This design comes from an exercise in tuning for small area, a short achievable clock period and few clock cycles per item on the open sky130 flow, not from production work. Only simulation tests tie the RTL to the original design; equivalence was not proved.

### config.mk
export PLATFORM = sky130hd
export DESIGN_NAME = FP16_div
export DESIGN_NICKNAME = FP16_div
export VERILOG_FILES = /design/flow/design.v
export SDC_FILE = /design/flow/constraint.sdc
export NUM_CORES = 4
export LEC_CHECK = 0
export CAP_MARGIN = 20
export CORE_MARGIN = 2
export CORE_UTILIZATION = 40
export CTS_BUF_LIST = sky130_fd_sc_hd__clkbuf_4 sky130_fd_sc_hd__clkbuf_8
export SETUP_SLACK_MARGIN = 1.8
export SLEW_MARGIN = 20
### constraint.sdc
create_clock -name core_clock -period 5.0 [get_ports {clk}]
set_input_delay 1.0000 -clock core_clock [delete_from_list [all_inputs] [get_ports {clk}]]
set_output_delay 1.0000 -clock core_clock [all_outputs]
set_load 0.01 [all_outputs]
### design.v
`timescale 1ns / 1ps
module FP16_div(
    input [15:0]data_dividend,
    input [15:0]data_divisor,
    input input_valid,
    input clk,
    input rst,
    output [15:0]data_q,
    output reg output_update,
    output reg idle
    );
    reg found;               
    reg st;                  
    reg qr1, qr2;            
    reg s;                   
    reg rnd;                 
    reg ltr;                 
    reg [11:0] X;            
    reg [10:0] D;            
    reg [6:0] E;             
    reg [9:0] M;             
    wire busy = ~idle;
    wire load = input_valid & idle;
    wire [4:0] ea = data_dividend[14:10];
    wire [4:0] eb = data_divisor[14:10];
    wire ea_nz = |ea;
    wire eb_nz = |eb;
    wire lt = ea_nz & eb_nz & (data_dividend[9:6] < data_divisor[9:6]);
    wire [11:0] X_in = lt ? {1'b1, data_dividend[9:0], 1'b0} : {1'b0, ea_nz, data_dividend[9:0]};
    wire [10:0] D_in = {eb_nz, data_divisor[9:0]};
    wire [4:0] ex = {ea[4:1], ea[0] | ~ea_nz};
    wire [4:0] ed = {eb[4:1], eb[0] | ~eb_nz};
    wire [6:0] E_in = {2'b00, ex} + {2'b00, ~ed} + 7'b1110000;    
    wire [11:0] nD = ~{1'b0, D};
    wire [11:0] X2 = {X[10:0], 1'b0};
    wire [11:0] A = X[11:0] + nD + 12'd1;                      
    wire [11:0] B = X2 + nD + 12'd1;                           
    wire [11:0] D2 = {D, 1'b0};
    wire [11:0] Dd = {1'b0, D};
    wire [11:0] X2c = {X[10:0], 1'b1};
    wire [11:0] cs_s = X2c ^ Dd ^ D2;
    wire [11:0] cs_c = (X2c & ~(Dd & D2)) | ~(Dd | D2);
    wire [11:0] C = cs_s + {cs_c[10:0], 1'b0} + 12'd1;         
    wire q1 = ~A[11];
    wire q2 = q1 ? ~C[11] : ~B[11];
    wire [10:0] P_hi = C[11] ? {A[9:0], 1'b0} : C[10:0];      
    wire [10:0] P_lo = B[11] ? {X[9:0], 1'b0} : B[10:0];      
    wire [10:0] P = q1 ? P_hi : P_lo;
    wire Dz = ~|D;
    wire dn = ~D[10];
    wire signed [6:0] Es = E;
    wire e_ovf = ltr ? (Es >= 33) : (Es >= 32);
    wire e31 = E == 7'd31;
    wire e_zero = ltr ? (Es <= -10) : (Es <= -11);
    wire e_m10 = ltr ? (Es == -9) : (Es == -10);
    wire e_m9 = ltr ? (Es == -8) : (Es == -9);
    wire e_den = (Es >= -8) & (Es <= 1);
    wire e1 = E == 7'd1;
    wire e_m8 = Es == -8;
    wire e_m7 = Es == -7;
    wire [3:0] mk = 4'd2 - E[3:0];                    
    wire [10:0] marker = 11'd1 << mk;
    wire [6:0] Eadj = E + (dn ? 7'd1 : {6'b111111, qr2 | ~st});
    reg f2;
    reg [6:0] E2;
    reg [10:0] M2;
    always @(*) begin
        f2 = 1'b1;
        E2 = E;
        M2 = {M[8:0], qr1, qr2};
        if (~found) begin
            if (e_den) begin
                E2 = {6'd0, e1 & qr1};
                M2 = marker | {9'd0, qr1, qr2};
            end else if (qr1) begin
                M2 = {9'd0, 1'b1, qr2};
            end else if (qr2) begin
                E2 = Eadj;
                M2 = 11'd1;
            end else begin
                E2 = Eadj;
                M2 = 11'd0;
                f2 = 1'b0;
            end
        end
    end
    wire ovf = Dz | (~dn & (st ? (~found & e31 & qr1) : e_ovf));
    wire zero = ~dn & ~st & e_zero;
    wire fin_b = ~dn & (st ? (found ? M[8] : e_m8) : e_m10);               
    wire fin_a = ~dn & (st ? (found ? (M[7] & ~M[8]) : e_m7) : e_m9);     
    wire done = ovf | zero | fin_a | fin_b;
    always @(posedge clk) begin
        if (rst) begin
            idle <= 1'b1;
            output_update <= 1'b0;
        end else if (load) begin
            idle <= 1'b0;
            output_update <= 1'b0;
        end else begin
            idle <= idle | done;
            output_update <= busy & done;
        end
    end
    always @(posedge clk) begin
        if (load) begin
            X <= X_in;
            D <= D_in;
            st <= 1'b0;
        end else if (dn) begin
            D <= {D[9:0], 1'b0};
        end else begin
            X <= {P, 1'b0};
            st <= 1'b1;
        end
        if (load) ltr <= lt;
        qr1 <= q1;
        qr2 <= q2;
        rnd <= (fin_b & q1) | (fin_a & q2);
    end
    always @(posedge clk) begin
        if (load) begin
            s <= data_dividend[15] ^ data_divisor[15];
            E <= E_in;
            found <= 1'b0;
        end else if (ovf) begin
            E <= 7'd30;
        end else if (dn) begin
            E <= Eadj;
        end else if (~st) begin
            if (zero | fin_a | fin_b) E <= 7'd0;
            else if (ltr) E <= Eadj;
        end else begin
            E <= E2;
            found <= f2;
        end
    end
    always @(posedge clk) begin
        if (load)
            M <= 10'd0;
        else if (ovf)
            M <= 10'h3ff;
        else if (dn)
            M <= 10'd0;
        else if (~st)
            M <= {9'd0, fin_a & q1};
        else
            M <= fin_a ? {M2[8:0], q1} : M2[9:0];
    end
    wire [14:0] EM = {E[4:0], M};
    wire sat = EM == 15'h7bff;
    wire [14:0] V = EM + {14'd0, rnd & ~sat};
    wire rzero = ~|{EM, rnd};
    assign data_q = {s & ~rzero, V};
endmodule
### flow/run.sh
#!/bin/bash
# Standard layout, with the port buffers made from buf_2 cells.
set -euo pipefail
export BUFFER_PORTS_ARGS="-buffer_cell sky130_fd_sc_hd__buf_2"
bash standard.sh > standard.log 2>&1
### standard.sh
#!/bin/bash
# synth_recipe.tcl (not shown) runs the flow's synth.tcl, then flattens the netlist and writes it again
# the make line also repeats each setting of config.mk as NAME=value (left out here)
make -C /OpenROAD-flow-scripts/flow DESIGN_CONFIG=/design/flow/config.mk WORK_HOME=/design/flow/orfs CLKGATE_MAP_FILE= SYNTH_SCRIPT=/design/flow/synth_recipe.tcl "${@:-finish}"
==> implementation parameters, run 1 <==
Parameter                              Value

STA
  Post-Route Skew    0.01486 ns
  Count of final setup violators    0
  Slew Limit Headroom    52.71%
  Transition at the pin with the smallest max-transition slack    0.7039 ns
  Final critical delay including setup and external delays    3.263 ns
  Slack of the critical path    1.737 ns
  Period Utilization, post-route    65.26%
  Max-slew violations    0
  Achievable Freq    306.5 MHz
  Number of hold-slack violations in the final timing report    0
  Total Neg Setup Slack    0 ns
  RSZ-0062 raised after global routing    yes

Die
  Overall die width    117.2 um
  I/O pin count    53
  Total Die Area    13740 um2
  Starting density of the core    40.81%
  Vertical die dimension    117.2 um
  CORE AREA    12570 um2
  Std-Cell Rows    41

Yosys
  List of most frequent post-synthesis cells    sky130_fd_sc_hd__nand2_1 (52), sky130_fd_sc_hd__ha_1 (51), sky130_fd_sc_hd__nor2_1 (40)
  Sequential share of the synthesized area    25.18%
  Library cell occupying the most area in the post-synthesis netlist    sky130_fd_sc_hd__edfxtp_1
  Most repeated cell in the gate-level netlist after synthesis    sky130_fd_sc_hd__nand2_1
  Fraction of registers with async set/reset    0%
  Number of synthesized flops with an enable pin    31
  Number of distinct library cell variants in the gate-level netlist after synthesis    67
  Cells taking the most area after synthesis    sky130_fd_sc_hd__edfxtp_1 (18%), sky130_fd_sc_hd__ha_1 (12%), sky130_fd_sc_hd__dfxtp_1 (7.0%)
  Leading register cell type out of synthesis    sky130_fd_sc_hd__edfxtp_1
  Top-area cell type share of the netlist area    18.15%
  Net count after synthesis    687
  Synth warnings    1
  Mean Syn Cell Area    8.722 um2
  Post-synthesis instance total    588
  Flops & latches, synth    49
  Cell Area, Synth    5129 um2

Final layout
  Nets@finish    763
  Synthesis-to-finish area growth    21.93%
  Fraction of layout instances using a drive strength above 1    24.06%
  Antenna cells    0

Hold path
  Worst Hold Class    register to register
  Number of cells on the worst hold path    1

Worst setup path
  Slowest stage cell on the critical path    sky130_fd_sc_hd__fa_1
  Top cell family by delay on the critical path    compound AO/OA/AOI/OAI gates
  Count of buffering cells on the critical path with inverters included    1
  Register-to-Register Path Depth    10
  CP Cell Sequence    fa_1 -> ha_4 -> a21bo_4 -> a211oi_4 -> a221oi_2 -> a21oi_2 -> xnor2_4 -> clkbuf_16 -> o21ai_0 -> a21oi_1
  Number of cells on the critical path    10
  Required time at the worst-slack endpoint    5.04 ns
  Delay of the slowest cell on the worst path    0.53 ns
  Arrival time of the worst setup path    3.30 ns
  Critical path endpoint category    register
  Largest fanout on the critical path    9
  Critical path class    register to register
  Element type at the critical path start    register

Routing
  Antenna-violating nets left    0
  Via count    4729
  Wire length per cell after detailed routing    17.77 um
  Post-route DRC violation count    0
  Via count normalized by instance count    5.650
  Number of detailed-routing iterations run before antenna repair    5
  Number of design-rule violations left by the first detailed-router iteration    421
  Routed Wire Length    14.88 mm

Global route
  Global-route wire length before repair    22.85 mm
  Maximum number of pins on one net before global-route repair    30
  Aggregate global-route resource usage    21.25%
  Number of global-route vias before repair    4381
  Antenna violations before repair    1
  Global route overflow    0

Clock tree
  Buffer type at the clock tree root    sky130_fd_sc_hd__clkbuf_8
  Maximum clock insertion buffer count    2
  Clock sink total    49
  Clock transition at the registers of the reported paths    0.09 ns
  Source-to-sink clock delay at the later pin of the worst-skew pair    0.30 ns
  Maximum level of the CTS H-tree    2
  Post-CTS Hold Fix Bufs    0
  CTS buffer count    5
  CTS tree    done

Run status
  Result of the run    finished clean

Placement
  Port bufs    52
  Final HPWL DP    10.78 mm
  Pre-CTS setup slack    1.186 ns
  Last weighted congestion value of the routability-driven placer    0.8998

Flow run
  Max-capacitance violation count    0
==> worst reg2reg max path, stage by stage (launching register included) <==
cell and delay [ns]:
sky130_fd_sc_hd__edfxtp_1 0.51, sky130_fd_sc_hd__fa_1 0.53, sky130_fd_sc_hd__ha_4 0.30, sky130_fd_sc_hd__a21bo_4 0.24, sky130_fd_sc_hd__a211oi_4 0.31, sky130_fd_sc_hd__a221oi_2 0.12, sky130_fd_sc_hd__a21oi_2 0.26, sky130_fd_sc_hd__xnor2_4 0.15
sky130_fd_sc_hd__clkbuf_16 0.20, sky130_fd_sc_hd__o21ai_0 0.26, sky130_fd_sc_hd__a21oi_1 0.14
==> placed cells by master, fill, tap and decap left out, types with 14 or more instances in the layout <==
cell type                  count
sky130_fd_sc_hd__nor2b_1      17
sky130_fd_sc_hd__a21oi_1      24
sky130_fd_sc_hd__inv_1        25
sky130_fd_sc_hd__buf_4        32
sky130_fd_sc_hd__nor2_1       37
sky130_fd_sc_hd__dfxtp_1      14
sky130_fd_sc_hd__nand2_1      50
sky130_fd_sc_hd__mux2i_1      18
sky130_fd_sc_hd__o21ai_0      30
sky130_fd_sc_hd__buf_2        52
sky130_fd_sc_hd__ha_1         45
sky130_fd_sc_hd__edfxtp_1     31
sky130_fd_sc_hd__xor2_1       16
sky130_fd_sc_hd__xnor2_1      30
==> state kept, by name, summed over array words and instances, names as in the netlist <==
signal / flops
qr2: 1
qr1: 1
st: 1
idle: 1
X: 12
D: 11
M: 10
found: 1
ltr: 1
E: 7
rnd: 1
s: 1
output_update: 1
==> final cells by class <==
cell class	instances	area (um2)
Sequential cell	49	1304
Timing Repair Buffer	92	648.1
Multi-Input combinational cell	481	3861
Tap cell	172	215.2
Fill cell	1199	6315
Inverter	35	136.4
Clock inverter	1	5.005
Clock buffer	7	83.83
==> metrics by stage <==
step | area [um2] | hold slack [ns] | instances | utilization (%)
global route | 6254 | 0.5843 | 837 | 49.76
floorplan | 5140 | 0.5174 | 588 | -
detailed placement | 5553 | 0.5279 | 794 | 44.18
CTS | 5961 | 0.5431 | 825 | 47.43
global placement | 5553 | 0.5282 | 794 | 44.18
finish | 6254 | 0.5298 | 837 | 49.76
==> cells by family (layout without fill, tap and decap cells) <==
| logic type | count (synthesis) | after routing | share of synthesized area, % |
|---|---|---|---|
| AO/OA/AOI/OAI | 154 | 154 | 20.88 |
| XOR/XNOR | 48 | 48 | 8.343 |
| adder cells (fa/ha/maj) | 64 | 64 | 17.52 |
| buffers and inverters | 58 | 135 | 4.513 |
| flip-flops | 49 | 49 | 25.18 |
| multiplexers | 24 | 24 | 4.782 |
| AND/OR/NAND/NOR | 191 | 191 | 18.78 |
==> worst paths after layout <==
kind	from	to	slack, ns
worst max-delay path	X[1]	X[8]	1.74
worst max register to register	X[1]	X[8]	1.74
worst min-delay path	idle	output_update	0.53
worst min register to register	idle	output_update	0.53
==> metal layers <==
| layer | global-route usage, % | up-vias | wire, um |
|---|---|---|---|
| met5 | 0 | - | 11 |
| met2 | 33.33 | 158 | 6840 |
| met3 | 2.781 | 13 | 735 |
| li1 | - | 2305 | - |
| met4 | 4.471 | 2 | 92 |
| met1 | 31.35 | 2251 | 7197 |
==> repair_timing <==
action,CTS,global route
pin swaps,6,15
buffers inserted,23,10
resized for setup,33,36
gates cloned,0,2
setup endpoints to repair,27,21
Testbench counts, summed over its fixed seeds: cycles 48,597, items 8,000.
==> inputs of run 2 (changes only) <==
--- a/config.mk
+++ b/config.mk
@@ -9,5 +9,5 @@
 export CORE_MARGIN = 2
 export CORE_UTILIZATION = 40
 export CTS_BUF_LIST = sky130_fd_sc_hd__clkbuf_4 sky130_fd_sc_hd__clkbuf_8
-export SETUP_SLACK_MARGIN = 1.8
+export SETUP_SLACK_MARGIN = 1.72
 export SLEW_MARGIN = 20
==> implementation parameters, run 2 <==
Parameter                              Value

Hold path
  Worst Hold Class    register to register
  Source of the worst hold timing path    idle
  Number of cells on the worst hold path    1
  Endpoint, Worst Hold    output_update

Die
  Starting density of the core    40.81%
  Std-Cell Rows    41
  CORE AREA    12570 um2
  Vertical die dimension    117.2 um
  Overall die width    117.2 um
  Total Die Area    13740 um2
  I/O pin count    53

Clock tree
  Maximum level of the CTS H-tree    2
  Source-to-sink clock delay at the later pin of the worst-skew pair    0.31 ns
  Maximum clock insertion buffer count    2
  CTS tree    done
  Clock transition at the registers of the reported paths    0.10 ns
  Clock sink total    49
  CTS buffer count    5
  Buffer type at the clock tree root    sky130_fd_sc_hd__clkbuf_8

Global route
  Maximum number of pins on one net before global-route repair    29
  Global-route wire length before repair    22.79 mm
  Antenna violations before repair    0
  Global route overflow    0
  Aggregate global-route resource usage    21.21%
  Number of global-route vias before repair    4799

Worst setup path
  Critical path class    register to output pin
  Beginning of the worst register-to-register path    D[2]
  Arrival time of the worst setup path    2.24 ns
  Largest fanout on the critical path    3
  Critical path endpoint category    output pin
  Slowest stage cell on the critical path    sky130_fd_sc_hd__dfxtp_4
  Endpoint of the worst register-to-register path    X[9]
  Count of buffering cells on the critical path with inverters included    1
  Top cell family by delay on the critical path    simple AND/OR/NAND/NOR gates
  Register-to-Register Path Depth    14
  Required time at the worst-slack endpoint    4.00 ns
  CP Cell Sequence    and3_4 -> and3_4 -> and4_4 -> a21boi_2 -> ha_2 -> ha_4 -> nand4_1 -> nor2_1 -> xor2_1 -> buf_2
  Element type at the critical path start    register
  Most used cell, CP    sky130_fd_sc_hd__and3_4
  Reg-to-reg slack, setup    1.79 ns
  Delay of the slowest cell on the worst path    0.36 ns

Flow run
  Max-capacitance violation count    0

Yosys
  Net count after synthesis    687
  Top-area cell type share of the netlist area    18.15%
  Flops & latches, synth    49
  Fraction of registers with async set/reset    0%
  List of most frequent post-synthesis cells    sky130_fd_sc_hd__nand2_1 (52), sky130_fd_sc_hd__ha_1 (51), sky130_fd_sc_hd__nor2_1 (40)
  Cells taking the most area after synthesis    sky130_fd_sc_hd__edfxtp_1 (18%), sky130_fd_sc_hd__ha_1 (12%), sky130_fd_sc_hd__dfxtp_1 (7.0%)
  Cell Area, Synth    5129 um2
  Library cell occupying the most area in the post-synthesis netlist    sky130_fd_sc_hd__edfxtp_1
  Synth warnings    1
  Most repeated cell in the gate-level netlist after synthesis    sky130_fd_sc_hd__nand2_1
  Sequential share of the synthesized area    25.18%
  Mean Syn Cell Area    8.722 um2
  Leading register cell type out of synthesis    sky130_fd_sc_hd__edfxtp_1
  Number of synthesized flops with an enable pin    31
  Number of distinct library cell variants in the gate-level netlist after synthesis    67
  Post-synthesis instance total    588

STA
  RSZ-0062 raised after global routing    yes
  Total Neg Setup Slack    0 ns
  Post-Route Skew    0.008678 ns
  Period Utilization, post-route    64.83%
  Max-slew violations    0
  Number of hold-slack violations in the final timing report    0
  Transition at the pin with the smallest max-transition slack    0.7301 ns
  Slew Limit Headroom    50.88%
  Achievable Freq    308.5 MHz
  Count of final setup violators    0
  Final critical delay including setup and external delays    3.241 ns

Final layout
  Biggest register    X
  Commonest non-fill, non-tap cells in the layout    sky130_fd_sc_hd__buf_2 (52), sky130_fd_sc_hd__nand2_1 (51), sky130_fd_sc_hd__ha_1 (46)
  Nets@finish    769
  Fraction of layout instances using a drive strength above 1    23.55%
  Cell area after layout    6225 um2
  Number of flip-flops under the largest register name    12
  Largest registers    X: 12 flops, D: 11 flops, M: 10 flops
  Synthesis-to-finish area growth    21.37%
  Most frequent standard cell in the layout excluding fill and tap cells    sky130_fd_sc_hd__buf_2
  Antenna cells    0

Routing
  Number of detailed-routing iterations run before antenna repair    5
  Post-route DRC violation count    0
  Routed Wire Length    14.24 mm
  Via count    4769
  Via count normalized by instance count    5.657
  Number of design-rule violations left by the first detailed-router iteration    360
  Wire length per cell after detailed routing    16.89 um
  Antenna-violating nets left    0

Placement
  Dpl cell area    5549 um2
  Last weighted congestion value of the routability-driven placer    0.8927
  Final HPWL DP    10.62 mm
  Port bufs    52

Run status
  Result of the run    finished clean
run 2: worst max path at each step:
stage                          start          to  slack (ns)  cells past startpoint
floorplan           data_divisor[13]        E[5]        1.73                     12
global placement    data_dividend[7]        X[4]        1.22                      9
detailed placement              D[1]       X[11]        1.24                     11
CTS                             D[0]       X[11]        1.73                     12
global route                    M[3]  data_q[14]        1.61                     10
finish                          M[3]  data_q[14]        1.76                     10
run 2: layout make-up:
cell class | instances | area, um2
timing repair buffer | 97 | 655.6
inverter | 35 | 142.6
sequential | 49 | 1305
tap | 172 | 215.2
multi-input combinational | 482 | 3792
fill | 1203 | 6344
clock buffer | 5 | 68.82
clock inverter | 3 | 45.04
run 2: stage by stage:
step	setup slack (ns)	cells	hold WS, ns	utilization (%)
after floorplan	1.733	588	0.5174	-
after global placement	1.223	794	0.4755	44.09
after detailed placement	1.240	795	0.4850	44.15
after CTS	1.729	822	0.5006	47.14
after global routing	1.611	843	0.5507	49.53
final	1.759	843	0.4938	49.53
run 2: logic make-up (layout without fill, tap and decap cells):
kind of cell	Yosys count	in the layout	synth area share, %
fa+ha+maj	64	64	17.52
compound gates	154	154	20.88
flops	49	49	25.18
simple gates	191	191	18.78
mux	24	24	4.782
buf+inv	58	140	4.513
xor+xnor	48	49	8.343
run 2: per-layer routing:
layer	global-route usage [%]	wire, um	vias to the layer above
li1	-	-	2322
met1	24.87	5876	2273
met2	38.12	7287	135
met3	3.038	592	39
met4	9.804	483	0
met5	0	0	-
run 2: what timing repair did:
item                       in CTS  in global routing
pin swaps                       5                 21
setup buffers                  18                 21
setup endpoints to repair      27                 26
hold buffers                    0                  0
resized for setup              31                 32
hold endpoints to repair        0                  0
cloned                          1                  0
run 2: worst reg2reg max path, cell delays in order (launching register included):
cell and delay, ns:
sky130_fd_sc_hd__edfxtp_1 0.42, sky130_fd_sc_hd__inv_2 0.15, sky130_fd_sc_hd__fa_1 0.45, sky130_fd_sc_hd__ha_4 0.29, sky130_fd_sc_hd__a21bo_4 0.23, sky130_fd_sc_hd__a211oi_4 0.32, sky130_fd_sc_hd__a221oi_2 0.12, sky130_fd_sc_hd__a21oi_2 0.15
sky130_fd_sc_hd__buf_6 0.14, sky130_fd_sc_hd__xnor2_4 0.08, sky130_fd_sc_hd__buf_12 0.17, sky130_fd_sc_hd__buf_4 0.14, sky130_fd_sc_hd__nand2_1 0.05, sky130_fd_sc_hd__o21ai_0 0.07, sky130_fd_sc_hd__o211a_1 0.21
==> inputs of run 3 (changes only) <==
--- a/config.mk
+++ b/config.mk
@@ -5,9 +5,10 @@
 export SDC_FILE = /design/flow/constraint.sdc
 export NUM_CORES = 4
 export LEC_CHECK = 0
+export ABC_AREA = 1
 export CAP_MARGIN = 20
 export CORE_MARGIN = 2
 export CORE_UTILIZATION = 40
 export CTS_BUF_LIST = sky130_fd_sc_hd__clkbuf_4 sky130_fd_sc_hd__clkbuf_8
-export SETUP_SLACK_MARGIN = 1.72
+export SETUP_SLACK_MARGIN = 2.0
 export SLEW_MARGIN = 20
==> implementation parameters, run 3 <==
Parameter                              Value

Run status
  Result of the run    finished clean

Yosys
  Number of distinct library cell variants in the gate-level netlist after synthesis    46
  Most repeated cell in the gate-level netlist after synthesis    sky130_fd_sc_hd__nand2_1
  Sequential share of the synthesized area    22.40%
  Synth warnings    1
  Mean Syn Cell Area    6.626 um2
  Top-area cell type share of the netlist area    17.06%
  Number of synthesized flops with an enable pin    31
  Post-synthesis instance total    870
  Fraction of registers with async set/reset    0%
  Cell Area, Synth    5764 um2
  Cells taking the most area after synthesis    sky130_fd_sc_hd__nand2_1 (17%), sky130_fd_sc_hd__edfxtp_1 (16%), sky130_fd_sc_hd__ha_1 (11%)
  Library cell occupying the most area in the post-synthesis netlist    sky130_fd_sc_hd__nand2_1
  Leading register cell type out of synthesis    sky130_fd_sc_hd__edfxtp_1
  Net count after synthesis    969
  List of most frequent post-synthesis cells    sky130_fd_sc_hd__nand2_1 (262), sky130_fd_sc_hd__inv_1 (139), sky130_fd_sc_hd__nand3_1 (96)
  Flops & latches, synth    49

Worst setup path
  Critical path endpoint category    output pin
  Element type at the critical path start    register
  Required time at the worst-slack endpoint    4.00 ns
  Critical path class    register to output pin
  Arrival time of the worst setup path    2.07 ns
  Largest fanout on the critical path    4

STA
  Final critical delay including setup and external delays    3.072 ns
  Number of hold-slack violations in the final timing report    0
  Post-Route Skew    0.005975 ns
  Transition at the pin with the smallest max-transition slack    0.7730 ns
  Achievable Freq    325.6 MHz
  Total Neg Setup Slack    0 ns
  Slew Limit Headroom    48.34%
  Final hold slack    0.5420 ns
  Period Utilization, post-route    61.43%
  Count of final setup violators    0
  RSZ-0062 raised after global routing    yes
  Max-slew violations    0

Placement
  Port bufs    52
  Dpl cell area    6152 um2
  Last weighted congestion value of the routability-driven placer    0.9299
  Final HPWL DP    13.17 mm

Die
  CORE AREA    13990 um2
  Std-Cell Rows    43
  I/O pin count    53
  Vertical die dimension    124.0 um
  Total Die Area    15390 um2
  Starting density of the core    41.21%
  Overall die width    124.0 um

Clock tree
  Post-CTS Hold Fix Bufs    0
  CTS tree    done
  Source-to-sink clock delay at the later pin of the worst-skew pair    0.31 ns
  CTS buffer count    5
  Maximum clock insertion buffer count    2
  Buffer type at the clock tree root    sky130_fd_sc_hd__clkbuf_8
  Clock transition at the registers of the reported paths    0.10 ns
  Clock sink total    49
  Maximum level of the CTS H-tree    2

Flow run
  Max-capacitance violation count    0

Global route
  Global route overflow    0
  Aggregate global-route resource usage    22.32%
  Global-route wire length before repair    26.62 mm
  Fraction of met2 tracks used by global routing    34.15%
  Most utilized layer in the global route result    met2
  Met3 Track Usage GR    3.297%
  Antenna violations before repair    0
  Number of global-route vias before repair    5212
  Met1 Track Usage GR    33.77%
  Maximum number of pins on one net before global-route repair    28

Final layout
  Largest registers    X: 12 flops, D: 11 flops, M: 10 flops
  Cell area after layout    6630 um2
  Biggest register    X
  Number of flip-flops under the largest register name    12
  Nets@finish    1036
  Synthesis-to-finish area growth    15.02%
  Most frequent standard cell in the layout excluding fill and tap cells    sky130_fd_sc_hd__nand2_1
  Antenna cells    0
  Commonest non-fill, non-tap cells in the layout    sky130_fd_sc_hd__nand2_1 (251), sky130_fd_sc_hd__inv_1 (131), sky130_fd_sc_hd__nand3_1 (92)
  Fraction of layout instances using a drive strength above 1    17.06%

Routing
  Via count    5788
  Number of detailed-routing iterations run before antenna repair    5
  Post-route DRC violation count    0
  Routed Wire Length    16.74 mm
  Wire length per cell after detailed routing    14.97 um
  Number of design-rule violations left by the first detailed-router iteration    463
  Antenna-violating nets left    0
  Via count normalized by instance count    5.177

Hold path
  Worst Hold Class    register to register
-- run 3: cell count changes after synthesis, moves of 15 or more --
cell                      before  now
sky130_fd_sc_hd__nand4_1       4   19
sky130_fd_sc_hd__nor2b_1      17    0
sky130_fd_sc_hd__nor2_1       40   57
sky130_fd_sc_hd__nand2_1      52  262
sky130_fd_sc_hd__inv_1        33  139
sky130_fd_sc_hd__xnor2_1      31   16
sky130_fd_sc_hd__mux2i_1      20    0
sky130_fd_sc_hd__nand3_1      13   96
-- run 3: layout make-up --
cell class | instances | area [um2]
clock buffers | 5 | 68.82
clock inverters | 3 | 20.02
fillers | 1429 | 7358
inverters | 142 | 551.8
multi-input cells | 662 | 3991
flip-flops and latches | 49 | 1313
well taps | 180 | 225.2
repair buffers | 77 | 460.4
-- run 3: cells by family (layout without fill, tap and decap cells) --
kind of cell	count (synthesis)	in the layout	synth area share, %
simple gates	474	474	35.90
buf+inv	159	227	11.07
compound gates	89	89	9.725
fa+ha+maj	64	64	15.58
flops	49	49	22.40
xor+xnor	35	35	5.318
-- run 3: worst paths after layout --
check / slack (ns) / start / end / cells after the start
worst min register to register: 0.54 / idle / idle / 3
worst min-delay path: 0.54 / idle / idle / 3
worst max register to register: 2.14 / D[5] / X[11] / 15
worst max-delay path: 1.93 / M[3] / data_q[10] / 10
-- run 3: timing repair --
item                                    4_1_cts  5_1_grt
pin swaps                                     8        3
buffers inserted                             14       10
gates resized for setup                      28       32
endpoints found under the setup margin       26       32
cloned                                        0        0
-- run 3: routing by layer --
layer | part of all wire (%) | wire, um | up-vias
li1 | - | - | 2972
met1 | 49 | 8280 | 2610
met2 | 43 | 7263 | 191
met3 | 6.0 | 1011 | 15
met4 | 1.1 | 183 | 0
met5 | 0 | 0 | -
-- run 3: worst max-delay path, cell delays in order (launching register included) --
cell,delay (ns)
sky130_fd_sc_hd__dfxtp_4,0.37
sky130_fd_sc_hd__nand2_4,0.05
sky130_fd_sc_hd__nor2_4,0.12
sky130_fd_sc_hd__nand3_2,0.08
sky130_fd_sc_hd__o31a_1,0.33
sky130_fd_sc_hd__ha_4,0.18
sky130_fd_sc_hd__ha_4,0.18
sky130_fd_sc_hd__nand2_4,0.07
sky130_fd_sc_hd__buf_4,0.10
sky130_fd_sc_hd__xor2_1,0.13
sky130_fd_sc_hd__buf_2,0.14
-- run 3: per-stage QoR --
stage	util [%]	instances	setup slack, ns
after floorplan	-	870	2.103
after global placement	43.98	1086	1.726
after detailed placement	43.98	1086	1.713
after CTS	45.93	1108	1.925
after global routing	47.40	1118	1.822
final	47.40	1118	1.928
==> inputs of run 4 (changes only) <==
--- a/config.mk
+++ b/config.mk
@@ -10,5 +10,5 @@
 export CORE_MARGIN = 2
 export CORE_UTILIZATION = 40
 export CTS_BUF_LIST = sky130_fd_sc_hd__clkbuf_4 sky130_fd_sc_hd__clkbuf_8
-export SETUP_SLACK_MARGIN = 2.0
+export SETUP_SLACK_MARGIN = 1.65
 export SLEW_MARGIN = 20
==> implementation parameters, run 4 <==
Parameter                              Value

Yosys
  Simple-gate portion of the synthesized area    35.90%
  Top-area cell type share of the netlist area    17.06%
  Cell Area, Synth    5764 um2
  Synth Area in Adders    15.58%
  Number of synthesized flops with an enable pin    31
  Flops & latches, synth    49
  Net count after synthesis    969
  Cells taking the most area after synthesis    sky130_fd_sc_hd__nand2_1 (17%), sky130_fd_sc_hd__edfxtp_1 (16%), sky130_fd_sc_hd__ha_1 (11%)
  Number of distinct library cell variants in the gate-level netlist after synthesis    46
  Fraction of registers with async set/reset    0%
  Synthesized-area fraction occupied by ao, oa, aoi and oai cells    9.724%
  Synth warnings    1
  Sequential share of the synthesized area    22.40%
  Library cell occupying the most area in the post-synthesis netlist    sky130_fd_sc_hd__nand2_1
  Leading register cell type out of synthesis    sky130_fd_sc_hd__edfxtp_1
  Main combinational cell family by area after synthesis    simple AND/OR/NAND/NOR gates
  Most repeated cell in the gate-level netlist after synthesis    sky130_fd_sc_hd__nand2_1
  List of most frequent post-synthesis cells    sky130_fd_sc_hd__nand2_1 (262), sky130_fd_sc_hd__inv_1 (139), sky130_fd_sc_hd__nand3_1 (96)
  Post-synthesis instance total    870
  Multiplexer share of the synthesized area    0%
  Mean Syn Cell Area    6.626 um2
  Post-synthesis share of cell area spent on xor and xnor gates    5.318%

Hold path
  Worst Hold Class    register to register

Worst setup path
  Critical path endpoint category    output pin
  Largest fanout on the critical path    5
  Element type at the critical path start    register
  Arrival time of the worst setup path    2.26 ns
  Required time at the worst-slack endpoint    4.00 ns
  Critical path class    register to output pin

Global route
  Antenna violations before repair    0
  Number of global-route vias before repair    5172
  Global route overflow    0
  Most utilized layer in the global route result    met2
  Maximum number of pins on one net before global-route repair    28
  Global-route wire length before repair    26.41 mm
  Met1 Track Usage GR    33.17%
  Aggregate global-route resource usage    22.08%
  Fraction of met2 tracks used by global routing    33.85%
  Met3 Track Usage GR    3.571%

Final layout
  Final core utilization    45.15%
  Commonest non-fill, non-tap cells in the layout    sky130_fd_sc_hd__nand2_1 (260), sky130_fd_sc_hd__inv_1 (139), sky130_fd_sc_hd__nand3_1 (95)
  Sequential cell area    1301 um2
  Antenna cells    0
  Number of flip-flops under the largest register name    12
  Most frequent standard cell in the layout excluding fill and tap cells    sky130_fd_sc_hd__nand2_1
  Largest registers    X: 12 flops, D: 11 flops, M: 10 flops
  Fillers    1460
  Synthesis-to-finish area growth    9.572%
  Nets@finish    1017
  Area used by multi-input combinational logic    3862 um2
  Post-layout instance count excluding filler cells    1099
  Fraction of layout instances using a drive strength above 1    11.64%
  Biggest register    X

Placement
  Last weighted congestion value of the routability-driven placer    0.9299
  Port bufs    52
  Post-placement cell count    1086
  Final HPWL DP    13.17 mm

Clock tree
  CTS buffer count    5
  Buffer type at the clock tree root    sky130_fd_sc_hd__clkbuf_8
  Clock transition at the registers of the reported paths    0.10 ns
  Clock sink total    49
  Source-to-sink clock delay at the later pin of the worst-skew pair    0.31 ns
  CTS tree    done
  Maximum clock insertion buffer count    2
  Post-CTS Hold Fix Bufs    0
  Maximum level of the CTS H-tree    2

Flow run
  Max-capacitance violation count    0

Run status
  Result of the run    finished clean

STA
  Post-Route Skew    0.007343 ns
  Max-slew violations    0
  Final critical delay including setup and external delays    3.257 ns
  Achievable Freq    307.1 MHz
  RSZ-0062 raised after global routing    yes
  Number of hold-slack violations in the final timing report    0
  Final hold slack    0.5419 ns
  Period Utilization, post-route    65.13%
  Total Neg Setup Slack    0 ns
  Slew Limit Headroom    46.49%
  Count of final setup violators    0
  Transition at the pin with the smallest max-transition slack    0.8006 ns

Routing
  Number of detailed-routing iterations run before antenna repair    5
  Routed Wire Length    16.28 mm
  Number of design-rule violations left by the first detailed-router iteration    511
  Via count    5696
  Antenna-violating nets left    0
  Via count normalized by instance count    5.183
  Wire length per cell after detailed routing    14.82 um
  Post-route DRC violation count    0

Die
  Starting density of the core    41.21%
  Overall die width    124.0 um
  Total Die Area    15390 um2
  I/O pin count    53
  CORE AREA    13990 um2
  Std-Cell Rows    43
  Vertical die dimension    124.0 um
-- run 4: cell counts after synthesis --
Identical to the previous run, type by type.
-- run 4: path summary, 6_finish.rpt --
| check | start | endpoint | slack (ns) | cells past startpoint |
|---|---|---|---|---|
| max | E[1] | data_q[14] | 1.74 | 11 |
| min | idle | idle | 0.54 | 3 |
| max reg2reg | D[6] | X[11] | 2.00 | 14 |
| min reg2reg | idle | idle | 0.54 | 3 |
-- run 4: area by class of cell --
class	instances	share of cell area [%]
Tap cell	180	3.566
Sequential cell	49	20.60
Clock inverter	3	0.3170
Clock buffer	5	1.090
Inverter	142	8.439
Timing Repair Buffer	58	4.834
Multi-Input combinational cell	662	61.15
-- run 4: critical path: stages (launching register included) --
cell                       delay (ns)
sky130_fd_sc_hd__edfxtp_1        0.40
sky130_fd_sc_hd__inv_2           0.10
sky130_fd_sc_hd__nor2_4          0.16
sky130_fd_sc_hd__nand2_1         0.09
sky130_fd_sc_hd__o31a_1          0.30
sky130_fd_sc_hd__ha_1            0.19
sky130_fd_sc_hd__ha_2            0.21
sky130_fd_sc_hd__nand2_2         0.10
sky130_fd_sc_hd__nor2_1          0.06
sky130_fd_sc_hd__nand2_1         0.07
sky130_fd_sc_hd__xor2_1          0.13
sky130_fd_sc_hd__buf_2           0.14
-- run 4: through the flow --
stage	area (um2)	worst slack (ns)
floorplan	5764	2.103
global placement	6152	1.726
detailed placement	6152	1.713
global route	6316	1.576
finish	6316	1.743
CTS	6287	1.656
-- run 4: cells by family (layout without fill, tap and decap cells) --
| logic type | Yosys count | after routing |
|---|---|---|
| AND/OR/NAND/NOR | 474 | 474 |
| buffers and inverters | 159 | 208 |
| AO/OA/AOI/OAI | 89 | 89 |
| adder cells (fa/ha/maj) | 64 | 64 |
| flip-flops | 49 | 49 |
| XOR/XNOR | 35 | 35 |
-- run 4: metal layers --
layer  vias up  wire length, um  share of wire (%)
met3        16             1211                7.4
met5         -                0                  0
li1       2930                -                  -
met2       203             6903                 42
met4         0              140               0.86
met1      2547             8025                 49
-- run 4: timing repair --
item,CTS,global route
endpoints found under the setup margin,10,12
setup buffers,4,1
pin swaps,1,0
resized for setup,7,7
cloned,0,0
==> inputs of run 5 (changes only) <==
--- a/config.mk
+++ b/config.mk
@@ -5,7 +5,6 @@
 export SDC_FILE = /design/flow/constraint.sdc
 export NUM_CORES = 4
 export LEC_CHECK = 0
-export ABC_AREA = 1
 export CAP_MARGIN = 20
 export CORE_MARGIN = 2
 export CORE_UTILIZATION = 40
==> implementation parameters, run 5 <==
Parameter                              Value

Placement
  Final HPWL DP    10.62 mm
  Last weighted congestion value of the routability-driven placer    0.8927
  Dpl cell area    5549 um2
  Port bufs    52
  Post-placement cell count    795

Yosys
  Fraction of registers with async set/reset    0%
  Synth warnings    1
  Flops & latches, synth    49
  Cells taking the most area after synthesis    sky130_fd_sc_hd__edfxtp_1 (18%), sky130_fd_sc_hd__ha_1 (12%), sky130_fd_sc_hd__dfxtp_1 (7.0%)
  Top-area cell type share of the netlist area    18.15%
  Net count after synthesis    687
  Most repeated cell in the gate-level netlist after synthesis    sky130_fd_sc_hd__nand2_1
  Number of distinct library cell variants in the gate-level netlist after synthesis    67
  Number of synthesized flops with an enable pin    31
  Library cell occupying the most area in the post-synthesis netlist    sky130_fd_sc_hd__edfxtp_1
  Post-synthesis instance total    588
  Leading register cell type out of synthesis    sky130_fd_sc_hd__edfxtp_1
  Sequential share of the synthesized area    25.18%
  Cell Area, Synth    5129 um2
  Mean Syn Cell Area    8.722 um2
  List of most frequent post-synthesis cells    sky130_fd_sc_hd__nand2_1 (52), sky130_fd_sc_hd__ha_1 (51), sky130_fd_sc_hd__nor2_1 (40)

Routing
  Wire length per cell after detailed routing    16.63 um
  Number of detailed-routing iterations run before antenna repair    5
  Routed Wire Length    13.80 mm
  Post-route met1 wirelength    5.793 mm
  Top layer reached by signal wires    met4
  Routed length on met2    7.088 mm
  Number of design-rule violations left by the first detailed-router iteration    354
  Via count normalized by instance count    5.664
  Post-route DRC violation count    0
  Routed wire length on met3    471 um
  Via count    4701
  Antenna-violating nets left    0

Global route
  Global-route wire length before repair    22.51 mm
  Number of global-route vias before repair    4751
  Aggregate global-route resource usage    20.88%
  Antenna violations before repair    0
  Global route overflow    0
  Maximum number of pins on one net before global-route repair    29

STA
  Count of final setup violators    0
  Number of hold-slack violations in the final timing report    0
  Achievable Freq    306.8 MHz
  Slew Limit Headroom    51.03%
  Transition at the pin with the smallest max-transition slack    0.7278 ns
  Max-slew violations    0
  Final critical delay including setup and external delays    3.259 ns
  Total Neg Setup Slack    0 ns
  RSZ-0062 raised after global routing    yes
  Period Utilization, post-route    65.18%
  Post-Route Skew    0.01166 ns

Final layout
  Nets@finish    756
  Number of flip-flops under the largest register name    12
  Post-layout instance count excluding filler cells    830
  Final core utilization    47.95%
  Synthesis-to-finish area growth    17.52%
  Biggest register    X
  Antenna cells    0
  Fillers    1216
  Cell area after layout    6027 um2
  Fraction of layout instances using a drive strength above 1    20.97%
  Commonest non-fill, non-tap cells in the layout    sky130_fd_sc_hd__nand2_1 (52), sky130_fd_sc_hd__buf_2 (52), sky130_fd_sc_hd__ha_1 (47)
  Largest registers    X: 12 flops, D: 11 flops, M: 10 flops

Worst setup path
  Endpoint of the worst register-to-register path    X[11]
  Element type at the critical path start    register
  Reg-to-reg slack, setup    1.77 ns
  Arrival time of the worst setup path    2.26 ns
  Required time at the worst-slack endpoint    4.00 ns
  Beginning of the worst register-to-register path    D[4]
  Critical path endpoint category    output pin
  Source of the critical timing path    M[3]
  Crit path to    data_q[14]
  Largest fanout on the critical path    5
  Register-to-Register Path Depth    12
  Critical path class    register to output pin

Clock tree
  CTS buffer count    5
  Buffer type at the clock tree root    sky130_fd_sc_hd__clkbuf_8
  Post-CTS Hold Fix Bufs    0
  Maximum level of the CTS H-tree    2
  CTS tree    done
  Source-to-sink clock delay at the later pin of the worst-skew pair    0.31 ns
  Maximum clock insertion buffer count    2
  Clock sink total    49
  Clock transition at the registers of the reported paths    0.10 ns

Die
  Std-Cell Rows    41
  Total Die Area    13740 um2
  Overall die width    117.2 um
  I/O pin count    53
  Starting density of the core    40.81%
  CORE AREA    12570 um2
  Vertical die dimension    117.2 um

Hold path
  Worst Hold Class    register to register
  Number of cells on the worst hold path    1

Run status
  Result of the run    finished clean

Flow run
  Max-capacitance violation count    0
-- run 5: cell types whose count changed after synthesis, moves of 10 or more --
cell                       previous run  this run
sky130_fd_sc_hd__a21o_1               2        13
sky130_fd_sc_hd__a22oi_1             12         2
sky130_fd_sc_hd__clkbuf_1             4        16
sky130_fd_sc_hd__inv_1              139        33
sky130_fd_sc_hd__mux2i_1              0        20
sky130_fd_sc_hd__nand2_1            262        52
sky130_fd_sc_hd__nand3_1             96        13
sky130_fd_sc_hd__nand4_1             19         4
sky130_fd_sc_hd__nor2_1              57        40
sky130_fd_sc_hd__nor2b_1              0        17
sky130_fd_sc_hd__o21ai_0             19        31
sky130_fd_sc_hd__o31ai_1              0        12
sky130_fd_sc_hd__xnor2_1             16        31
-- run 5: layout make-up --
type / count / area (um2) / share of cell area, %
timing repair buffer: 84 / 516.7 / 8.574
inverter: 35 / 135.1 / 2.242
sequential: 49 / 1300 / 21.57
clock inverter: 3 / 45.04 / 0.7474
multi-input combinational: 482 / 3746 / 62.15
tap: 172 / 215.2 / 3.571
clock buffer: 5 / 68.82 / 1.142
-- run 5: per-stage QoR --
stage / setup WS [ns] / hold WS, ns
after floorplan: 1.733 / 0.5174
after global placement: 1.223 / 0.4755
after detailed placement: 1.240 / 0.4850
after CTS: 1.654 / 0.5006
after global routing: 1.580 / 0.5507
final: 1.741 / 0.4968
-- run 5: worst min path at each step --
| stage | start | slack (ns) | end |
|---|---|---|---|
| final | idle | 0.50 | output_update |
| after global routing | idle | 0.55 | output_update |
| after CTS | idle | 0.50 | output_update |
| after detailed placement | idle | 0.48 | output_update |
| after global placement | idle | 0.48 | output_update |
| after floorplan | idle | 0.52 | output_update |
-- run 5: kinds of logic (layout without fill, tap and decap cells) --
group / Yosys count / after routing / synth area share, %
and+or+nand+nor: 191 / 191 / 18.78
AOI/OAI and AO/OA: 154 / 154 / 20.88
adders and majority gates: 64 / 64 / 17.52
buffers and inverters: 58 / 127 / 4.513
DFF: 49 / 49 / 25.18
xor gates and xnor gates: 48 / 49 / 8.343
muxes: 24 / 24 / 4.782
-- run 5: what timing repair did --
item	4_1_cts	5_1_grt
pin swaps	4	7
endpoints found under the setup margin	26	27
setup buffers	11	15
cloned	1	0
resized for setup	21	24
-- run 5: critical path, stage by stage, from the launching register on --
cell,delay (ns)
sky130_fd_sc_hd__dfxtp_4,0.37
sky130_fd_sc_hd__and3_4,0.17
sky130_fd_sc_hd__and3_4,0.18
sky130_fd_sc_hd__and4_4,0.19
sky130_fd_sc_hd__a21boi_2,0.14
sky130_fd_sc_hd__ha_2,0.22
sky130_fd_sc_hd__ha_4,0.14
sky130_fd_sc_hd__nand4_1,0.09
sky130_fd_sc_hd__nor2_1,0.15
sky130_fd_sc_hd__xor2_1,0.15
sky130_fd_sc_hd__buf_2,0.14
-- run 5: routing by layer --
metal | global-route usage, % | vias up
met5 | 0 | -
met4 | 9.255 | 0
met3 | 2.935 | 35
met2 | 37.55 | 123
met1 | 24.68 | 2234
li1 | - | 2309
==> inputs of run 6 (changes only) <==
--- a/config.mk
+++ b/config.mk
@@ -8,6 +8,7 @@
 export CAP_MARGIN = 20
 export CORE_MARGIN = 2
 export CORE_UTILIZATION = 40
-export CTS_BUF_LIST = sky130_fd_sc_hd__clkbuf_4 sky130_fd_sc_hd__clkbuf_8
+export CTS_BUF_LIST = sky130_fd_sc_hd__clkbuf_8
+export CTS_CLUSTER_SIZE = 30
 export SETUP_SLACK_MARGIN = 1.65
 export SLEW_MARGIN = 20
==> implementation parameters, run 6 <==
Parameter                              Value

Clock tree
  Clock transition at the registers of the reported paths    0.10 ns
  Clock sink total    49
  Maximum level of the CTS H-tree    2
  Maximum clock insertion buffer count    2
  CTS tree    done
  Buffer type at the clock tree root    sky130_fd_sc_hd__clkbuf_8
  Source-to-sink clock delay at the later pin of the worst-skew pair    0.31 ns
  CTS buffer count    5

Flow run
  Max-capacitance violation count    0

Global route
  Global route overflow    0
  Number of global-route vias before repair    4751
  Most utilized layer in the global route result    met2
  Met1 Track Usage GR    24.68%
  Antenna violations before repair    0
  Global-route wire length before repair    22.51 mm
  Maximum number of pins on one net before global-route repair    29
  Met3 Track Usage GR    2.935%
  Aggregate global-route resource usage    20.88%
  Fraction of met2 tracks used by global routing    37.55%

Placement
  Last weighted congestion value of the routability-driven placer    0.8927
  Post-placement cell count    795
  Final HPWL DP    10.62 mm
  Port bufs    52

Routing
  Antenna-violating nets left    0
  Wire length per cell after detailed routing    16.63 um
  Post-route DRC violation count    0
  Via count normalized by instance count    5.664
  Number of detailed-routing iterations run before antenna repair    5
  Number of design-rule violations left by the first detailed-router iteration    354
  Via count    4701
  Routed Wire Length    13.80 mm

Die
  CORE AREA    12570 um2
  Starting density of the core    40.81%
  Total Die Area    13740 um2
  Vertical die dimension    117.2 um
  Overall die width    117.2 um
  I/O pin count    53
  Std-Cell Rows    41

Yosys
  Top-area cell type share of the netlist area    18.15%
  Post-synthesis instance total    588
  Leading register cell type out of synthesis    sky130_fd_sc_hd__edfxtp_1
  Mean Syn Cell Area    8.722 um2
  Fraction of registers with async set/reset    0%
  Synth warnings    1
  Cell Area, Synth    5129 um2
  Sequential share of the synthesized area    25.18%
  Most repeated cell in the gate-level netlist after synthesis    sky130_fd_sc_hd__nand2_1
  Number of distinct library cell variants in the gate-level netlist after synthesis    67
  Net count after synthesis    687
  Flops & latches, synth    49
  Cells taking the most area after synthesis    sky130_fd_sc_hd__edfxtp_1 (18%), sky130_fd_sc_hd__ha_1 (12%), sky130_fd_sc_hd__dfxtp_1 (7.0%)
  Library cell occupying the most area in the post-synthesis netlist    sky130_fd_sc_hd__edfxtp_1
  Number of synthesized flops with an enable pin    31
  List of most frequent post-synthesis cells    sky130_fd_sc_hd__nand2_1 (52), sky130_fd_sc_hd__ha_1 (51), sky130_fd_sc_hd__nor2_1 (40)

STA
  Post-Route Skew    0.01166 ns
  Final critical delay including setup and external delays    3.259 ns
  Total Neg Setup Slack    0 ns
  RSZ-0062 raised after global routing    yes
  Achievable Freq    306.8 MHz
  Number of hold-slack violations in the final timing report    0
  Transition at the pin with the smallest max-transition slack    0.7278 ns
  Final hold slack    0.4968 ns
  Period Utilization, post-route    65.18%
  Max-slew violations    0
  Count of final setup violators    0
  Slew Limit Headroom    51.03%

Worst setup path
  Element type at the critical path start    register
  Critical path endpoint category    output pin
  Required time at the worst-slack endpoint    4.00 ns
  Largest fanout on the critical path    5
  Critical path class    register to output pin
  Arrival time of the worst setup path    2.26 ns

Final layout
  Commonest non-fill, non-tap cells in the layout    sky130_fd_sc_hd__nand2_1 (52), sky130_fd_sc_hd__buf_2 (52), sky130_fd_sc_hd__ha_1 (47)
  Biggest register    X
  Antenna cells    0
  Fraction of layout instances using a drive strength above 1    20.97%
  Largest registers    X: 12 flops, D: 11 flops, M: 10 flops
  Post-layout instance count excluding filler cells    830
  Synthesis-to-finish area growth    17.52%
  Nets@finish    756
  Number of flip-flops under the largest register name    12

Run status
  Result of the run    finished clean

Hold path
  Worst Hold Class    register to register
[run 6: layout make-up]
| type | instances | area, um2 |
|---|---|---|
| clock buffers | 5 | 68.82 |
| clock inverters | 3 | 45.04 |
| fillers | 1216 | 6541 |
| inverters | 35 | 135.1 |
| multi-input cells | 482 | 3746 |
| flip-flops and latches | 49 | 1300 |
| well taps | 172 | 215.2 |
| repair buffers | 84 | 516.7 |
[run 6: timing repair]
action / CTS / global route
pin swaps: 4 / 7
setup buffers: 11 / 15
endpoints found under the setup margin: 26 / 27
gates cloned: 1 / 0
hold buffers: 0 / 0
resized for setup: 21 / 24
[run 6: metrics by stage]
step / setup slack [ns] / utilization, % / instance area, um2
after floorplan: 1.733 / - / 5129
after global placement: 1.223 / 44.09 / 5542
after detailed placement: 1.240 / 44.15 / 5549
after CTS: 1.654 / 46.49 / 5843
after global routing: 1.580 / 47.95 / 6027
final: 1.741 / 47.95 / 6027
[run 6: worst paths after layout]
kind	slack (ns)	cells after the start	endpoint	from
setup / recovery	1.74	10	data_q[14]	M[3]
hold / removal	0.50	1	output_update	idle
setup reg to reg	1.77	12	X[11]	D[4]
hold reg to reg	0.50	1	output_update	idle
[run 6: critical path, stage by stage (launching register included)]
cell and delay (ns):
sky130_fd_sc_hd__dfxtp_4 0.37, sky130_fd_sc_hd__and3_4 0.17, sky130_fd_sc_hd__and3_4 0.18, sky130_fd_sc_hd__and4_4 0.19, sky130_fd_sc_hd__a21boi_2 0.14, sky130_fd_sc_hd__ha_2 0.22, sky130_fd_sc_hd__ha_4 0.14, sky130_fd_sc_hd__nand4_1 0.09
sky130_fd_sc_hd__nor2_1 0.15, sky130_fd_sc_hd__xor2_1 0.15, sky130_fd_sc_hd__buf_2 0.14
[run 6: metal layers]
| metal | vias to the layer above | wire, um |
|---|---|---|
| li1 | 2309 | - |
| met1 | 2234 | 5793 |
| met2 | 123 | 7088 |
| met3 | 35 | 471 |
| met4 | 0 | 447 |
| met5 | - | 0 |
[run 6: logic make-up (layout without fill, tap and decap cells)]
| group | Yosys count | count (layout) | share of synthesized area (%) |
|---|---|---|---|
| AND/OR/NAND/NOR | 191 | 191 | 18.78 |
| AO/OA/AOI/OAI | 154 | 154 | 20.88 |
| adder cells (fa/ha/maj) | 64 | 64 | 17.52 |
| buffers and inverters | 58 | 127 | 4.513 |
| flip-flops | 49 | 49 | 25.18 |
| XOR/XNOR | 48 | 49 | 8.343 |
| multiplexers | 24 | 24 | 4.782 |
==> inputs of run 7 (changes only) <==
--- a/config.mk
+++ b/config.mk
@@ -9,6 +9,7 @@
 export CORE_MARGIN = 2
 export CORE_UTILIZATION = 40
 export CTS_BUF_LIST = sky130_fd_sc_hd__clkbuf_8
-export CTS_CLUSTER_SIZE = 30
+export CTS_CLUSTER_DIAMETER = 200
+export CTS_CLUSTER_SIZE = 50
 export SETUP_SLACK_MARGIN = 1.65
 export SLEW_MARGIN = 20
==> implementation parameters, run 7 <==
Parameter                              Value

Die
  I/O pin count    53
  Std-Cell Rows    41
  CORE AREA    12570 um2
  Starting density of the core    40.81%
  Vertical die dimension    117.2 um
  Overall die width    117.2 um
  Total Die Area    13740 um2

Yosys
  Cell Area, Synth    5129 um2
  Number of distinct library cell variants in the gate-level netlist after synthesis    67
  Net count after synthesis    687
  Number of synthesized flops with an enable pin    31
  Synth warnings    1
  Mean Syn Cell Area    8.722 um2
  Sequential share of the synthesized area    25.18%
  Top-area cell type share of the netlist area    18.15%
  Fraction of registers with async set/reset    0%
  Post-synthesis instance total    588
  Flops & latches, synth    49
  Cells taking the most area after synthesis    sky130_fd_sc_hd__edfxtp_1 (18%), sky130_fd_sc_hd__ha_1 (12%), sky130_fd_sc_hd__dfxtp_1 (7.0%)
  Leading register cell type out of synthesis    sky130_fd_sc_hd__edfxtp_1
  List of most frequent post-synthesis cells    sky130_fd_sc_hd__nand2_1 (52), sky130_fd_sc_hd__ha_1 (51), sky130_fd_sc_hd__nor2_1 (40)
  Library cell occupying the most area in the post-synthesis netlist    sky130_fd_sc_hd__edfxtp_1
  Most repeated cell in the gate-level netlist after synthesis    sky130_fd_sc_hd__nand2_1

STA
  Count of final setup violators    0
  Number of hold-slack violations in the final timing report    0
  Achievable Freq    306.8 MHz
  Total Neg Setup Slack    0 ns
  Transition at the pin with the smallest max-transition slack    0.7278 ns
  Max-slew violations    0
  Slew Limit Headroom    51.03%
  Post-Route Skew    0.01166 ns
  Final critical delay including setup and external delays    3.259 ns
  Final hold slack    0.4968 ns
  Period Utilization, post-route    65.18%
  RSZ-0062 raised after global routing    yes

Worst setup path
  Count of buffering cells on the critical path with inverters included    1
  Delay of the slowest cell on the worst path    0.37 ns
  Reg-to-reg slack, setup    1.77 ns
  Beginning of the worst register-to-register path    D[4]
  Critical path endpoint category    output pin
  Endpoint of the worst register-to-register path    X[11]
  Register-to-Register Path Depth    12
  Element type at the critical path start    register
  Required time at the worst-slack endpoint    4.00 ns
  Arrival time of the worst setup path    2.26 ns
  CP Cell Sequence    and3_4 -> and3_4 -> and4_4 -> a21boi_2 -> ha_2 -> ha_4 -> nand4_1 -> nor2_1 -> xor2_1 -> buf_2
  Most used cell, CP    sky130_fd_sc_hd__and3_4
  Largest fanout on the critical path    5
  Number of cells on the critical path    10
  Slowest stage cell on the critical path    sky130_fd_sc_hd__dfxtp_4
  Critical path class    register to output pin
  Top cell family by delay on the critical path    simple AND/OR/NAND/NOR gates

Global route
  Most utilized layer in the global route result    met2
  Met1 Track Usage GR    24.68%
  Aggregate global-route resource usage    20.88%
  Number of global-route vias before repair    4751
  Met3 Track Usage GR    2.935%
  Fraction of met2 tracks used by global routing    37.55%
  Maximum number of pins on one net before global-route repair    29
  Antenna violations before repair    0
  Global-route wire length before repair    22.51 mm
  Global route overflow    0

Final layout
  Nets@finish    756
  Synthesis-to-finish area growth    17.52%
  Biggest register    X
  Largest registers    X: 12 flops, D: 11 flops, M: 10 flops
  Commonest non-fill, non-tap cells in the layout    sky130_fd_sc_hd__nand2_1 (52), sky130_fd_sc_hd__buf_2 (52), sky130_fd_sc_hd__ha_1 (47)
  Fraction of layout instances using a drive strength above 1    20.97%
  Cell area after layout    6027 um2
  Antenna cells    0
  Number of flip-flops under the largest register name    12
  Final core utilization    47.95%

Routing
  Number of design-rule violations left by the first detailed-router iteration    354
  Number of detailed-routing iterations run before antenna repair    5
  Antenna-violating nets left    0
  Wire length per cell after detailed routing    16.63 um
  Via count    4701
  Routed Wire Length    13.80 mm
  Post-route DRC violation count    0
  Via count normalized by instance count    5.664

Clock tree
  CTS buffer count    5
  Maximum level of the CTS H-tree    2
  CTS tree    done
  Buffer type at the clock tree root    sky130_fd_sc_hd__clkbuf_8
  Clock transition at the registers of the reported paths    0.10 ns
  Source-to-sink clock delay at the later pin of the worst-skew pair    0.31 ns
  Maximum clock insertion buffer count    2
  Clock sink total    49

Hold path
  Number of cells on the worst hold path    1
  Worst Hold Class    register to register
  Source of the worst hold timing path    idle
  Endpoint, Worst Hold    output_update

Placement
  Last weighted congestion value of the routability-driven placer    0.8927
  Final HPWL DP    10.62 mm
  Port bufs    52
  Dpl cell area    5549 um2

Run status
  Result of the run    finished clean

Flow run
  Max-capacitance violation count    0
-- run 7: what timing repair did --
action | 4_1_cts | 5_1_grt
setup buffers | 11 | 15
resized for setup | 21 | 24
pin swaps | 4 | 7
setup endpoints to repair | 26 | 27
gates cloned | 1 | 0
hold buffers | 0 | 0
-- run 7: logic make-up after synthesis --
family | Yosys count | synth area share (%)
AND/OR/NAND/NOR | 191 | 18.78
buffers and inverters | 58 | 4.513
multiplexers | 24 | 4.782
flip-flops | 49 | 25.18
AO/OA/AOI/OAI | 154 | 20.88
adder cells (fa/ha/maj) | 64 | 17.52
XOR/XNOR | 48 | 8.343
-- run 7: metal layers --
| layer | vias to the layer above | share of wire [%] |
|---|---|---|
| met4 | 0 | 3.2 |
| met5 | - | 0 |
| met2 | 123 | 51 |
| met3 | 35 | 3.4 |
| met1 | 2234 | 42 |
| li1 | 2309 | - |
-- run 7: final cells by class --
cell class	instances	area, um2
Timing Repair Buffer	84	516.7
Inverter	35	135.1
Multi-Input combinational cell	482	3746
Tap cell	172	215.2
Fill cell	1216	6541
Sequential cell	49	1300
Clock inverter	3	45.04
Clock buffer	5	68.82
-- run 7: worst max-delay path by stage --
stage	from	end
5_1_grt	M[3]	data_q[14]
3_3_place_gp	data_dividend[7]	X[4]
3_5_place_dp	D[1]	X[11]
6_report	M[3]	data_q[14]
4_1_cts	D[2]	X[11]
2_1_floorplan	data_divisor[13]	E[5]
-- run 7: worst register-to-register path, delay by kind of cell (launching register included) --
| kind | cells | cell delay, ns |
|---|---|---|
| AOI/OAI and AO/OA | 6 | 0.98 |
| xor gates and xnor gates | 1 | 0.27 |
| adders and majority gates | 2 | 0.73 |
| buffers and inverters | 2 | 0.34 |
| DFF | 1 | 0.43 |
| and+or+nand+nor | 1 | 0.22 |
-- run 7: stage by stage --
| step | worst slack, ns | std cells |
|---|---|---|
| global placement | 1.223 | 794 |
| detailed placement | 1.240 | 795 |
| floorplan | 1.733 | 588 |
| finish | 1.741 | 830 |
| global route | 1.580 | 830 |
| CTS | 1.654 | 815 |
==> inputs of run 8 (changes only) <==
--- a/config.mk
+++ b/config.mk
@@ -8,7 +8,7 @@
 export CAP_MARGIN = 20
 export CORE_MARGIN = 2
 export CORE_UTILIZATION = 40
-export CTS_BUF_LIST = sky130_fd_sc_hd__clkbuf_8
+export CTS_BUF_LIST = sky130_fd_sc_hd__clkbuf_16
 export CTS_CLUSTER_DIAMETER = 200
 export CTS_CLUSTER_SIZE = 50
 export SETUP_SLACK_MARGIN = 1.65
==> implementation parameters, run 8 <==
Parameter                              Value

Clock tree
  Maximum clock insertion buffer count    2
  Clock transition at the registers of the reported paths    0.07 ns
  Maximum level of the CTS H-tree    2
  Buffer type at the clock tree root    sky130_fd_sc_hd__clkbuf_16
  Post-CTS Hold Fix Bufs    0
  CTS tree    done
  Clock sink total    49
  Source-to-sink clock delay at the later pin of the worst-skew pair    0.29 ns

Worst setup path
  Beginning of the worst register-to-register path    D[4]
  Register-to-Register Path Depth    12
  Required time at the worst-slack endpoint    4.00 ns
  Largest fanout on the critical path    5
  Element type at the critical path start    register
  Endpoint of the worst register-to-register path    X[11]
  Source of the critical timing path    M[2]
  Crit path to    data_q[14]
  Reg-to-reg slack, setup    1.76 ns
  Arrival time of the worst setup path    2.25 ns

Placement
  Port bufs    52
  Final HPWL DP    10.62 mm

Global route
  Maximum number of pins on one net before global-route repair    29
  Number of global-route vias before repair    4740
  Antenna violations before repair    0
  Global-route wire length before repair    22.50 mm
  Aggregate global-route resource usage    20.86%
  Global route overflow    0

Run status
  Result of the run    finished clean

Final layout
  Post-layout instance count excluding filler cells    833
  Fillers    1213
  Commonest non-fill, non-tap cells in the layout    sky130_fd_sc_hd__nand2_1 (52), sky130_fd_sc_hd__buf_2 (52), sky130_fd_sc_hd__ha_1 (47)
  Fraction of layout instances using a drive strength above 1    21.33%
  Antenna cells    0
  Biggest register    X
  Number of flip-flops under the largest register name    12
  Synthesis-to-finish area growth    19.18%
  Final core utilization    48.63%
  Nets@finish    759
  Largest registers    X: 12 flops, D: 11 flops, M: 10 flops

STA
  Total Neg Setup Slack    0 ns
  Final critical delay including setup and external delays    3.247 ns
  Transition at the pin with the smallest max-transition slack    0.7358 ns
  Number of hold-slack violations in the final timing report    0
  Count of final setup violators    0
  Slew Limit Headroom    50.50%

Flow run
  Max-capacitance violation count    0

Yosys
  Most repeated cell in the gate-level netlist after synthesis    sky130_fd_sc_hd__nand2_1
  Sequential share of the synthesized area    25.18%
  Number of distinct library cell variants in the gate-level netlist after synthesis    67
  Top-area cell type share of the netlist area    18.15%
  Cell Area, Synth    5129 um2
  Flops & latches, synth    49
  Synth warnings    1
  Leading register cell type out of synthesis    sky130_fd_sc_hd__edfxtp_1
  Fraction of registers with async set/reset    0%
  Mean Syn Cell Area    8.722 um2
  Cells taking the most area after synthesis    sky130_fd_sc_hd__edfxtp_1 (18%), sky130_fd_sc_hd__ha_1 (12%), sky130_fd_sc_hd__dfxtp_1 (7.0%)

Die
  Starting density of the core    40.81%
  Total Die Area    13740 um2
  I/O pin count    53
  Std-Cell Rows    41
  CORE AREA    12570 um2
  Vertical die dimension    117.2 um

Routing
  Via count normalized by instance count    5.647
  Via count    4704
  Post-route DRC violation count    0
  Number of design-rule violations left by the first detailed-router iteration    339
  Wire length per cell after detailed routing    16.61 um
  Routed Wire Length    13.84 mm
  Antenna-violating nets left    0
## run 8: kinds of logic (layout without fill, tap and decap cells)
family / count (synthesis) / in the layout / synth area share (%)
AND/OR/NAND/NOR: 191 / 191 / 18.78
flip-flops: 49 / 49 / 25.18
buffers and inverters: 58 / 130 / 4.513
adder cells (fa/ha/maj): 64 / 64 / 17.52
multiplexers: 24 / 24 / 4.782
XOR/XNOR: 48 / 49 / 8.343
AO/OA/AOI/OAI: 154 / 154 / 20.88
## run 8: worst max-delay path, stage by stage, from the launching register on
cell	delay, ns
sky130_fd_sc_hd__dfxtp_4	0.36
sky130_fd_sc_hd__and3_4	0.18
sky130_fd_sc_hd__and3_4	0.18
sky130_fd_sc_hd__and4_4	0.19
sky130_fd_sc_hd__a21boi_2	0.14
sky130_fd_sc_hd__ha_2	0.21
sky130_fd_sc_hd__ha_4	0.15
sky130_fd_sc_hd__nand4_1	0.10
sky130_fd_sc_hd__nor2_1	0.15
sky130_fd_sc_hd__xor2_1	0.15
sky130_fd_sc_hd__buf_2	0.14
## run 8: metrics by stage
stage	hold WS, ns	area [um2]	setup WS (ns)
finish	0.5013	6112	1.753
global route	0.5457	6112	1.586
CTS	0.4963	5892	1.654
detailed placement	0.4850	5549	1.240
global placement	0.4755	5542	1.223
floorplan	0.5174	5129	1.733
## run 8: how the worst min path moves through the flow
stage,slack (ns),start,depth (start not counted),endpoint
after floorplan,0.52,idle,1,output_update
after global placement,0.48,idle,1,output_update
after detailed placement,0.48,idle,1,output_update
after CTS,0.50,idle,1,output_update
after global routing,0.55,idle,1,output_update
final,0.50,idle,1,output_update
## run 8: layer usage
layer	wire (um)	global-route usage, %	vias up
met3	544	2.523	41
met5	0	0	-
met4	429	9.176	0
met2	7089	37.82	142
met1	5773	24.69	2210
li1	-	-	2311
## run 8: layout make-up
type	instances	area, um2	share of cell area [%]
Multi-Input combinational cell	482	3750	61.35
Sequential cell	49	1297	21.23
Timing Repair Buffer	87	549.3	8.987
Tap cell	172	215.2	3.521
Clock buffer	6	150.1	2.457
Inverter	35	135.1	2.211
Clock inverter	2	15.01	0.2457
## run 8: what timing repair did
item	4_1_cts	5_1_grt
pin swaps	4	7
buffers inserted	10	19
resized for setup	18	26
cloned	1	0
endpoints found under the setup margin	26	27

==> re-timing with driven ports <==
No port has a modelled driver above. Below, the same layouts with a new extraction and two added sets of constraints. Step 1, drivers: a clkbuf_16 drives clk and a buf_2 each remaining input, both assumed. Step 2 times the ports against the registers' clock, not the clock port: input delays grow and output delays shrink by t, the midpoint of the rising clock arrivals with the driver on. Three values: no drivers, after step 1, after step 2; two values: the first two.
run	t (ns)	setup WS [ns]	worst slew at a driven data input, ns	pins driven straight from the clock port
run 1	0.329	1.737 / 1.737 / 1.607	0.05	1
run 2	0.339	1.759 / 1.727 / 1.495	0.03	1
run 3	0.338	1.928 / 1.898 / 1.865	0.04	1
run 4	0.338	1.743 / 1.712 / 1.798	0.04	1
run 5	0.339	1.741 / 1.710 / 1.428	0.04	1
run 6	0.339	1.741 / 1.710 / 1.428	0.04	1
run 7	0.339	1.741 / 1.710 / 1.428	0.04	1
run 8	0.322	1.753 / 1.719 / 1.452	0.04	1
After both steps setup and hold are still met in every run listed.
